Source: an optimization exercise on an open RTL-to-GDS flow (aim: small area). Production flows keep margins and buffers that such runs may drop.
In this exercise RTL edits were held to simulation tests only and were not proved equivalent to the original.
The flow treats the clock pin as an ideal source. Dropping or thinning the clock tree relies on that and would not hold on a real chip.
Power is estimated from default activity; no workload was simulated.

## the previous run
==> flow/design.v <==
module arpreq (
    input transinit_v,
    input [1:0] bresp_v,
    input bvalid_v,
    output bready_v,
    output [12:0] awaddr_Waddr,
    output awvalid_Waddr,
    input awready_Waddr,
    input wready_Wdata,
    output wvalid_Wdata,
    output [3:0] wstrb_Wdata,
    output [31:0] wdata_Wdata,
    input arready_Raddr,
    output arvalid_Raddr,
    output [12:0] araddr_Raddr,
    input [31:0] rdata_Rdata,
    input [1:0] rresp_Rdata,
    output rready_Rdata,
    input rvalid_Rdata,
    input CLK,
    input RST
);
    localparam [2:0] S_IDLE = 3'b000,  
                     S_WS   = 3'b001,  
                     S_RA   = 3'b010,  
                     S_WAIT = 3'b011,  
                     S_LEN  = 3'b100,  
                     S_ST   = 3'b110,  
                     S_POLL = 3'b111;  
    reg awv, wv, arv, rr;   
    reg [2:0] sec;
    reg [3:0] c;            
    reg [31:5] rt;          
    wire idle = (sec == S_IDLE);
    wire ws = (sec == S_WS);
    wire ra = (sec == S_RA);
    wire wt = (sec == S_WAIT);
    wire len = (sec == S_LEN);
    wire st = (sec == S_ST);
    wire poll = (sec == S_POLL);
    wire hi = sec[2];
    wire stp = sec[2] & sec[1];
    wire [3:0] word = {c[3] | hi, c[2] | hi, c[1] | stp, c[0] | hi};
    assign bready_v = 1'b1;
    assign awvalid_Waddr = awv;
    assign wvalid_Wdata = wv;
    assign arvalid_Raddr = arv;
    assign rready_Rdata = rr;
    assign awaddr_Waddr = {2'b00, {5{hi}}, word, 2'b00};
    assign araddr_Raddr = {2'b00, {5{hi}}, word, 2'b00};
    assign wstrb_Wdata = {{2{~len}}, 2'b11};
    localparam [32*16-1:0] KTAB = {
        32'h00000001, 32'hC8F80108, 32'h0000002A, 32'h0000002A,
        32'h11AC0601, 32'h00000100, 32'h10AC0000, 32'h00000000,
        32'h020010AC, 32'hCEFA005E, 32'h00000100, 32'h04060008,
        32'h01000608, 32'hCEFA005E, 32'h0000FFFF, 32'hFFFFFFFF};
    reg [31:0] k;
    integer i;
    always @(*) begin
        k = 32'd0;
        for (i = 0; i < 16; i = i + 1)
            if (word == i) k = k | KTAB[32*i +: 32];
    end
    assign wdata_Wdata = {rt, k[4:1] | ({4{st}} & c), k[0]};
    wire wdone = (awv | wv) & (~awv | awready_Waddr) & (~wv | wready_Wdata);
    wire adone = arv & arready_Raddr;
    wire rdone = rr & rvalid_Rdata;
    wire c3 = ~c[2] & c[1] & c[0];
    wire c10 = c[3] & c[1];
    wire wcount = wt & ~rr;
    wire wrap = &c;
    wire wend = wcount & c[1] & c[0] & (rt[8:5] == 4'b0100);
    wire enter_w = (idle & transinit_v) | (rdone & (ws | len | st));
    wire enter_a = wdone | wend | (rdone & (ra | (poll & rdata_Rdata[0])));
    always @(posedge CLK) begin
        if (RST) begin
            awv <= 1'b0;
            wv <= 1'b0;
            arv <= 1'b0;
            rr <= 1'b0;
        end else begin
            awv <= enter_w | (awv & ~awready_Waddr);
            wv <= enter_w | (wv & ~wready_Wdata);
            arv <= enter_a | (arv & ~arready_Raddr);
            rr <= adone | (rr & ~rvalid_Rdata);
        end
    end
    always @(posedge CLK) begin
        if (RST) begin
            sec <= S_IDLE;
        end else begin
            case (sec)
                S_IDLE: if (transinit_v) sec <= S_WS;
                S_WS: if (adone) begin
                    if (c3) sec <= S_LEN;
                    else if (c10) sec <= S_RA;
                end
                S_LEN: if (adone) sec <= S_WS;
                S_RA: if (adone & c10) sec <= S_WAIT;
                S_WAIT: if (wend) sec <= S_ST;
                S_ST: if (wdone) sec <= S_POLL;
                S_POLL: if (rdone & ~rdata_Rdata[0]) sec <= S_IDLE;
                default: sec <= S_IDLE;
            endcase
        end
    end
    wire c_inc = (adone & ((ws & ~c10) | ra)) | wcount;
    wire c_hold = (~adone & (ws | ra)) | len | (st & ~rr) | (wt & rr);
    wire c_cap = st & rr;
    always @(posedge CLK) begin
        c <= {4{~RST}} & (({4{c_inc}} & (c + 4'd1)) | ({4{c_hold}} & c) |
                          ({4{c_cap}} & rdata_Rdata[4:1]));
    end
    wire st_cap = st & rr;           
    wire st_hold = st & ~rr;         
    wire w_hold = st_hold | (wcount & ~wrap);    
    wire w_step = wcount & wrap;                 
    wire ld = ~st & ~wcount;                     
    wire [8:5] lfsr_in = {rt[7:5], ~(rt[8] ^ rt[7])};
    always @(posedge CLK) begin
        rt[31:9] <= ({23{st_cap}} & rdata_Rdata[31:9]) | ({23{st_hold}} & rt[31:9]) | k[31:9];
        rt[8:5] <= ({4{st_cap}} & rdata_Rdata[8:5]) | ({4{w_hold}} & rt[8:5]) |
                   ({4{w_step}} & lfsr_in) | ({4{ld}} & k[8:5]);
    end
endmodule
module arpreq_wrapper (
    input transinit,
    input [1:0] bresp,
    input bvalid,
    output bready,
    output [12:0] awaddr,
    output awvalid,
    input awready,
    input wready,
    output wvalid,
    output [3:0] wstrb,
    output [31:0] wdata,
    input arready,
    output arvalid,
    output [12:0] araddr,
    input [31:0] rdata,
    input [1:0] rresp,
    output rready,
    input rvalid,
    input CLK,
    input RST
);
    arpreq uarpreq (
        .transinit_v(transinit),
        .bresp_v(bresp),
        .bvalid_v(bvalid),
        .bready_v(bready),
        .awaddr_Waddr(awaddr),
        .awvalid_Waddr(awvalid),
        .awready_Waddr(awready),
        .wready_Wdata(wready),
        .wvalid_Wdata(wvalid),
        .wstrb_Wdata(wstrb),
        .wdata_Wdata(wdata),
        .arready_Raddr(arready),
        .arvalid_Raddr(arvalid),
        .araddr_Raddr(araddr),
        .rdata_Rdata(rdata),
        .rresp_Rdata(rresp),
        .rready_Rdata(rready),
        .rvalid_Rdata(rvalid),
        .CLK(CLK),
        .RST(RST)
    );
endmodule
export LEC_CHECK = 0
export ABC_AREA = 1
export CAP_MARGIN = 20
export CORE_MARGIN = 2
export CORE_UTILIZATION = 40
export SLEW_MARGIN = 20
create_clock -name core_clock -period 10.0 [get_ports {CLK}]
standard.sh (not shown) runs the stock make flow with config.mk's settings and CLKGATE_MAP_FILE= SYNTH_SCRIPT=/design/flow/synth_recipe.tcl, a recipe that flattens the netlist after the stock synthesis.
==> flow/flow/run.sh <==
#!/bin/bash
# The standard layout, with three changes:
#  - synthesis maps the logic with flow/area.abc (registers untouched);
#  - port buffers use the smallest buffer cell;
#  - the clock tree is one level of clock buffers (flow/cts_override.tcl).
set -euo pipefail
here=$(pwd)
cp standard.sh standard_sh.txt
# synthesis script: the standard flow's, with the ABC mapping script replaced
{
  echo "source $here/flow/abc_override.tcl"
  cat synth_recipe.tcl
} > my_synth.tcl
sed "s#SYNTH_SCRIPT=[^ ]*#SYNTH_SCRIPT=$here/my_synth.tcl#" standard.sh > my_standard.sh
export AREA_ABC_SCRIPT="$here/flow/area.abc"
export BUFFER_PORTS_ARGS="-buffer_cell sky130_fd_sc_hd__buf_1"
export PRE_CTS_TCL="$here/flow/cts_override.tcl"
export CLK_CLUSTERS=${CLK_CLUSTERS:-4}
export CLK_LEAF_BUF=${CLK_LEAF_BUF:-sky130_fd_sc_hd__clkbuf_4}
export CLK_LEAF_BUF_BIG=${CLK_LEAF_BUF_BIG:-sky130_fd_sc_hd__clkbuf_8}
export CLK_SLEW_UPSIZE=${CLK_SLEW_UPSIZE:-0.125}
bash my_standard.sh > standard.log 2>&1
Other scripts of this flow, unchanged in this note and not shown: flow/flow/abc_override.tcl, flow/flow/area.abc, flow/flow/cts_override.tcl
Changes in the current run relative to the previous run:
diff --git a/flow/design.v b/flow/design.v
--- a/flow/design.v
+++ b/flow/design.v
@@ -17,32 +17,32 @@
     input [1:0] rresp_Rdata,
     output rready_Rdata,
     input rvalid_Rdata,
     input CLK,
     input RST
 );
-    localparam [2:0] S_IDLE = 3'b000,  
-                     S_WS   = 3'b001,  
-                     S_RA   = 3'b010,  
-                     S_WAIT = 3'b011,  
-                     S_LEN  = 3'b100,  
-                     S_ST   = 3'b110,  
-                     S_POLL = 3'b111;  
+    localparam [2:0] S_IDLE = 3'b110,  
+                     S_WS   = 3'b000,  
+                     S_RA   = 3'b111,  
+                     S_WAIT = 3'b101,  
+                     S_LEN  = 3'b010,  
+                     S_ST   = 3'b011,  
+                     S_POLL = 3'b100;  
     reg awv, wv, arv, rr;   
     reg [2:0] sec;
     reg [3:0] c;            
     reg [31:5] rt;          
     wire idle = (sec == S_IDLE);
     wire ws = (sec == S_WS);
     wire ra = (sec == S_RA);
     wire wt = (sec == S_WAIT);
     wire len = (sec == S_LEN);
     wire st = (sec == S_ST);
     wire poll = (sec == S_POLL);
-    wire hi = sec[2];
-    wire stp = sec[2] & sec[1];
+    wire hi = len | st | poll;
+    wire stp = st | poll;
     wire [3:0] word = {c[3] | hi, c[2] | hi, c[1] | stp, c[0] | hi};
     assign bready_v = 1'b1;
     assign awvalid_Waddr = awv;
     assign wvalid_Wdata = wv;
     assign arvalid_Raddr = arv;
     assign rready_Rdata = rr;
### Flow results
- The current run vs the previous run on detailed route wirelength on metal3: the current run is the higher one.
- The current run: total power consumption of the routed design higher than the previous run
- In the current run, critical path data arrival time is higher than in the previous run.
- Slowest library cell on the worst path = sky130_fd_sc_hd__nor3_1: the previous run; slowest library cell on the worst path = sky130_fd_sc_hd__nor2_1: the current run
- Relative to the previous run, period utilization has gone up in the current run.
- The current run ends up with a basic-gate share of the synthesized area counting and, or, nand and nor cells that is 1.4 points lower than in the previous run.
- The detailed-routing wirelength on met1 of the current run is higher than that of the previous run.
- The current run vs the previous run — cell area reported after detailed placement dropped slightly
- The current run vs the previous run on final critical-path required period: the current run is the higher one.
- Going from the previous run to the current run, overall via count from detail_route shrank slightly.
- Per the comparison of the current run with the previous run, wire length of the first global-routing pass went down, power in the clock group rose about 0.8%.
No run of this note takes its clock network from TritonCTS; it comes from the design's own scripts or RTL.

-- what the ideal ports hide --
In the flow no input, the clock included, has a driving cell. The finished layouts below were timed again as built, in two steps. Step 1, drivers: a clkbuf_16 drives CLK and a buf_2 each remaining input, both assumed. Step 2, shift: input delay + t, output delay - t, t = (earliest + latest rising clock arrival at the registers) / 2. This alone moves slack from input paths to output paths. Three values: ideal ports, drivers, drivers and shift; two values: the first two.
run | t, ns | slack for setup (ns) | worst hold slack (ns) | clock arrival spread, ns | worst data-port slew with drivers (ns)
the previous run | 0.209 | 5.409 / 5.363 / 5.573 | 0.470 / 0.470 / 0.470 | 0.005 / 0.005 | 0.04
the current run | 0.210 | 5.045 / 5.000 / 5.211 | 0.481 / 0.481 / 0.481 | 0.011 / 0.011 | 0.04
After both steps every run listed still meets setup and hold.
